Source: an optimization exercise on an open RTL-to-GDS flow (aim: small area). Production flows keep margins and buffers that such runs may drop. Only simulation tests tie the RTL to the original design; equivalence was not proved.

==> v9 <==
// FFT16_SEQUENTIAL
module FFT16_SEQUENTIAL(A, Y, CLK, START, DONE, RESET);
input  [31:0] A;
output [31:0] Y;
input         CLK;
input         START;
output        DONE;
input         RESET;
reg [5:0] STATE;
reg       LAST_START;
always @(posedge CLK) begin
    if (RESET) begin
        LAST_START <= 1'b0;
        STATE      <= 6'd0;
    end else begin
        LAST_START <= START;
        case (STATE)
            6'd0:    STATE <= (~LAST_START & START) ? 6'd1 : 6'd0;
            6'd33:   STATE <= 6'd0;
            default: STATE <= STATE + 6'd1;
        endcase
    end
end
assign DONE = (STATE == 6'd18);
reg  [31:0] T [0:3][0:3];
wire [3:0] k    = STATE[3:0];
wire       act  = (STATE[5:4] == 2'b00);
wire       init = act & (STATE[3:2] == 2'b00);
wire [1:0] n    = k[3:2];
wire       g0   = n[0] & k[0];
wire [15:0] xh  = (g0 ? A[15:0]  : A[31:16]) & {16{act}};
wire [15:0] xl  = (g0 ? A[31:16] : A[15:0])  & {16{act}};
wire [31:0] tap [0:3];
genvar b;
generate
    for (b = 0; b < 4; b = b + 1) begin : ph1
        wire [1:0] br = k[1:0] - 2'd2 - b;
        wire [1:0] e  = n * br;
        wire       f  = (b % 2 == 1) ? n[0] : 1'b0;
        wire       sr = (f ? (e[0] ^ e[1]) : e[1]) & act;
        wire       si = (f ? e[1] : (e[0] ^ e[1])) & act;
        wire [31:0] acc = init ? 32'd0 : T[0][b];
        wire [15:0] yr, yi;
        wire [15:0] br_ = xh ^ {16{sr}};
        wire [15:0] bi_ = xl ^ {16{si}};
        wire [16:0] cr_, ci_;
        assign cr_[0] = sr;
        assign ci_[0] = si;
        genvar t;
        for (t = 0; t < 16; t = t + 1) begin : fa_
            FA3 ur (.a(acc[16+t]), .b(br_[t]), .c(cr_[t]), .s(yr[t]), .co(cr_[t+1]));
            FA3 ui (.a(acc[t]),    .b(bi_[t]), .c(ci_[t]), .s(yi[t]), .co(ci_[t+1]));
        end
        assign tap[b] = {yr, yi};
    end
endgenerate
wire        a_p   = (STATE == 6'd15) | (STATE == 6'd17);
wire        a_q   = (STATE == 6'd14) | (STATE == 6'd16);
  ...
Settings: LEC_CHECK=0, CAP_MARGIN=20, CORE_MARGIN=2, CORE_UTILIZATION=40, CTS_BUF_LIST=sky130_fd_sc_hd__clkbuf_8, CTS_CLUSTER_DIAMETER=60, CTS_CLUSTER_SIZE=20, SETUP_SLACK_MARGIN=0.2, SLEW_MARGIN=20, SYNTH_HIERARCHICAL=1; clock period 14.0 ns.
run.sh (not shown) runs the stock make flow with config.mk's settings and CLKGATE_MAP_FILE= SYNTH_SCRIPT=/design/flow/synth_recipe.tcl, a recipe that flattens the netlist after the stock synthesis.
==> v22 (differences from v9) <==
==> flow/flow/run.sh (new file) <==
#!/bin/bash
# Own flow: the standard layout (standard synthesis, floorplan, placement,
# CTS, routing) with one change: the buffers that placement puts on the input
# and output ports are sky130_fd_sc_hd__buf_1 cells. Every port is still buffered.
set -euo pipefail
cd "$(dirname "$0")/.."
export BUFFER_PORTS_ARGS="-buffer_cell sky130_fd_sc_hd__buf_1"
export SETUP_REPAIR_SEQUENCE="unbuffer,sizedown,sizeup,swap"
bash standard.sh > standard_flow.log 2>&1
==> flow/standard.sh (new file) <==
#!/bin/bash
# synth_recipe.tcl (not shown) runs the flow's synth.tcl, then flattens the netlist and writes it again
# the make line also repeats each setting of config.mk as NAME=value (left out here)
make -C /OpenROAD-flow-scripts/flow DESIGN_CONFIG=/design/flow/config.mk WORK_HOME=/design/flow/orfs CLKGATE_MAP_FILE= SYNTH_SCRIPT=/design/flow/synth_recipe.tcl "${@:-finish}"
--- a/flow/config.mk
+++ b/flow/config.mk
@@ -9,7 +9,6 @@
 export CORE_MARGIN = 2
 export CORE_UTILIZATION = 40
-export CTS_BUF_LIST = sky130_fd_sc_hd__clkbuf_8
-export CTS_CLUSTER_DIAMETER = 60
-export CTS_CLUSTER_SIZE = 20
+export CTS_CLUSTER_DIAMETER = 80
+export CTS_CLUSTER_SIZE = 30
 export SETUP_SLACK_MARGIN = 0.2
 export SLEW_MARGIN = 20
removed: flow/run.sh
==> v11 (differences from v9) <==
--- a/flow/config.mk
+++ b/flow/config.mk
@@ -9,8 +9,6 @@
 export CORE_MARGIN = 2
 export CORE_UTILIZATION = 40
-export CTS_BUF_LIST = sky130_fd_sc_hd__clkbuf_8
-export CTS_CLUSTER_DIAMETER = 60
-export CTS_CLUSTER_SIZE = 20
-export SETUP_SLACK_MARGIN = 0.2
+export CTS_CLUSTER_DIAMETER = 80
+export CTS_CLUSTER_SIZE = 30
 export SLEW_MARGIN = 20
 export SYNTH_HIERARCHICAL = 1
==> impl_metrics.env <==
export IMPL_run_status="timing/DRC/antenna clean"
export IMPL_viasPerCell=4.81
export IMPL_clk_latency_ns=0.58
export IMPL_cts_buffers=24
export IMPL_r2r_end="T[12][15]"
export IMPL_met3_usage=0.0216
export IMPL_num_clock_buffers=26
export IMPL_final_nets=3430
export IMPL_nFillCells=7665
export IMPL_fin_skew_ns=0.0245
export IMPL_worst_path_buf_inv=8
export IMPL_syn_to_final_growth_pct=10.8
export IMPL_wl_um=85900
export IMPL_hold_path_endpoint="T[8][29]"
export IMPL_dp_hpwl_um=72500
export IMPL_timing_final_ws_setup_ns=0.130
export IMPL_ctsHtreeMaxLevel=1
The numbers above come from v11.

==> impl_metrics.env <==
export IMPL_run_status="timing/DRC/antenna clean"
export IMPL_r2r_slack_ns=0.40
export IMPL_dp_hpwl_um=72500
export IMPL_final_nets=3425
export IMPL_viasPerCell=4.80
export IMPL_hold_path_endpoint="T[2][19]"
export IMPL_worst_path_buf_inv=10
export IMPL_fin_skew_ns=0.0445
export IMPL_r2r_end="T[9][15]"
export IMPL_num_clock_buffers=41
export IMPL_timing_final_ws_setup_ns=0.404
export IMPL_met3_usage=0.0232
export IMPL_clk_latency_ns=0.63
export IMPL_nFillCells=7623
export IMPL_ctsHtreeMaxLevel=2
The numbers above come from v9.

==> impl_metrics.env <==
export IMPL_fin_skew_ns=0.0296
export IMPL_timing_final_ws_setup_ns=0.382
export IMPL_dp_hpwl_um=72200
export IMPL_syn_to_final_growth_pct=8.94
export IMPL_cts_buffers=24
export IMPL_run_status="timing/DRC/antenna clean"
export IMPL_ctsHtreeMaxLevel=1
export IMPL_wl_um=85700
export IMPL_num_clock_buffers=26
export IMPL_clk_latency_ns=0.59
export IMPL_met3_usage=0.0168
The numbers above come from v22.

[re-timing with driven ports]
How much do the figures lean on ideal ports? The routed layouts below were timed once more, with nothing changed but the port constraints.
Step 1, drivers: a clkbuf_16 drives CLK and a buf_2 each remaining input, both assumed.
Step 2 also shifts input and output timing later by t, the mid clock arrival at the registers, as if the neighbouring blocks saw the same clock.
Slacks: ideal / step 1 / step 2; pairs: ideal / step 1.
run	t (ns)	setup slack, ns	slew at the worst register clock pin (ns)	worst data-port slew with drivers (ns)
v9	0.668	0.404 / 0.404 / 0.404	0.12 / 0.12	0.04
v22	0.636	0.382 / 0.382 / 0.382	0.11 / 0.11	0.04
v11	0.625	0.130 / 0.130 / 0.130	0.11 / 0.11	0.04
After both steps every run listed still meets setup and hold.
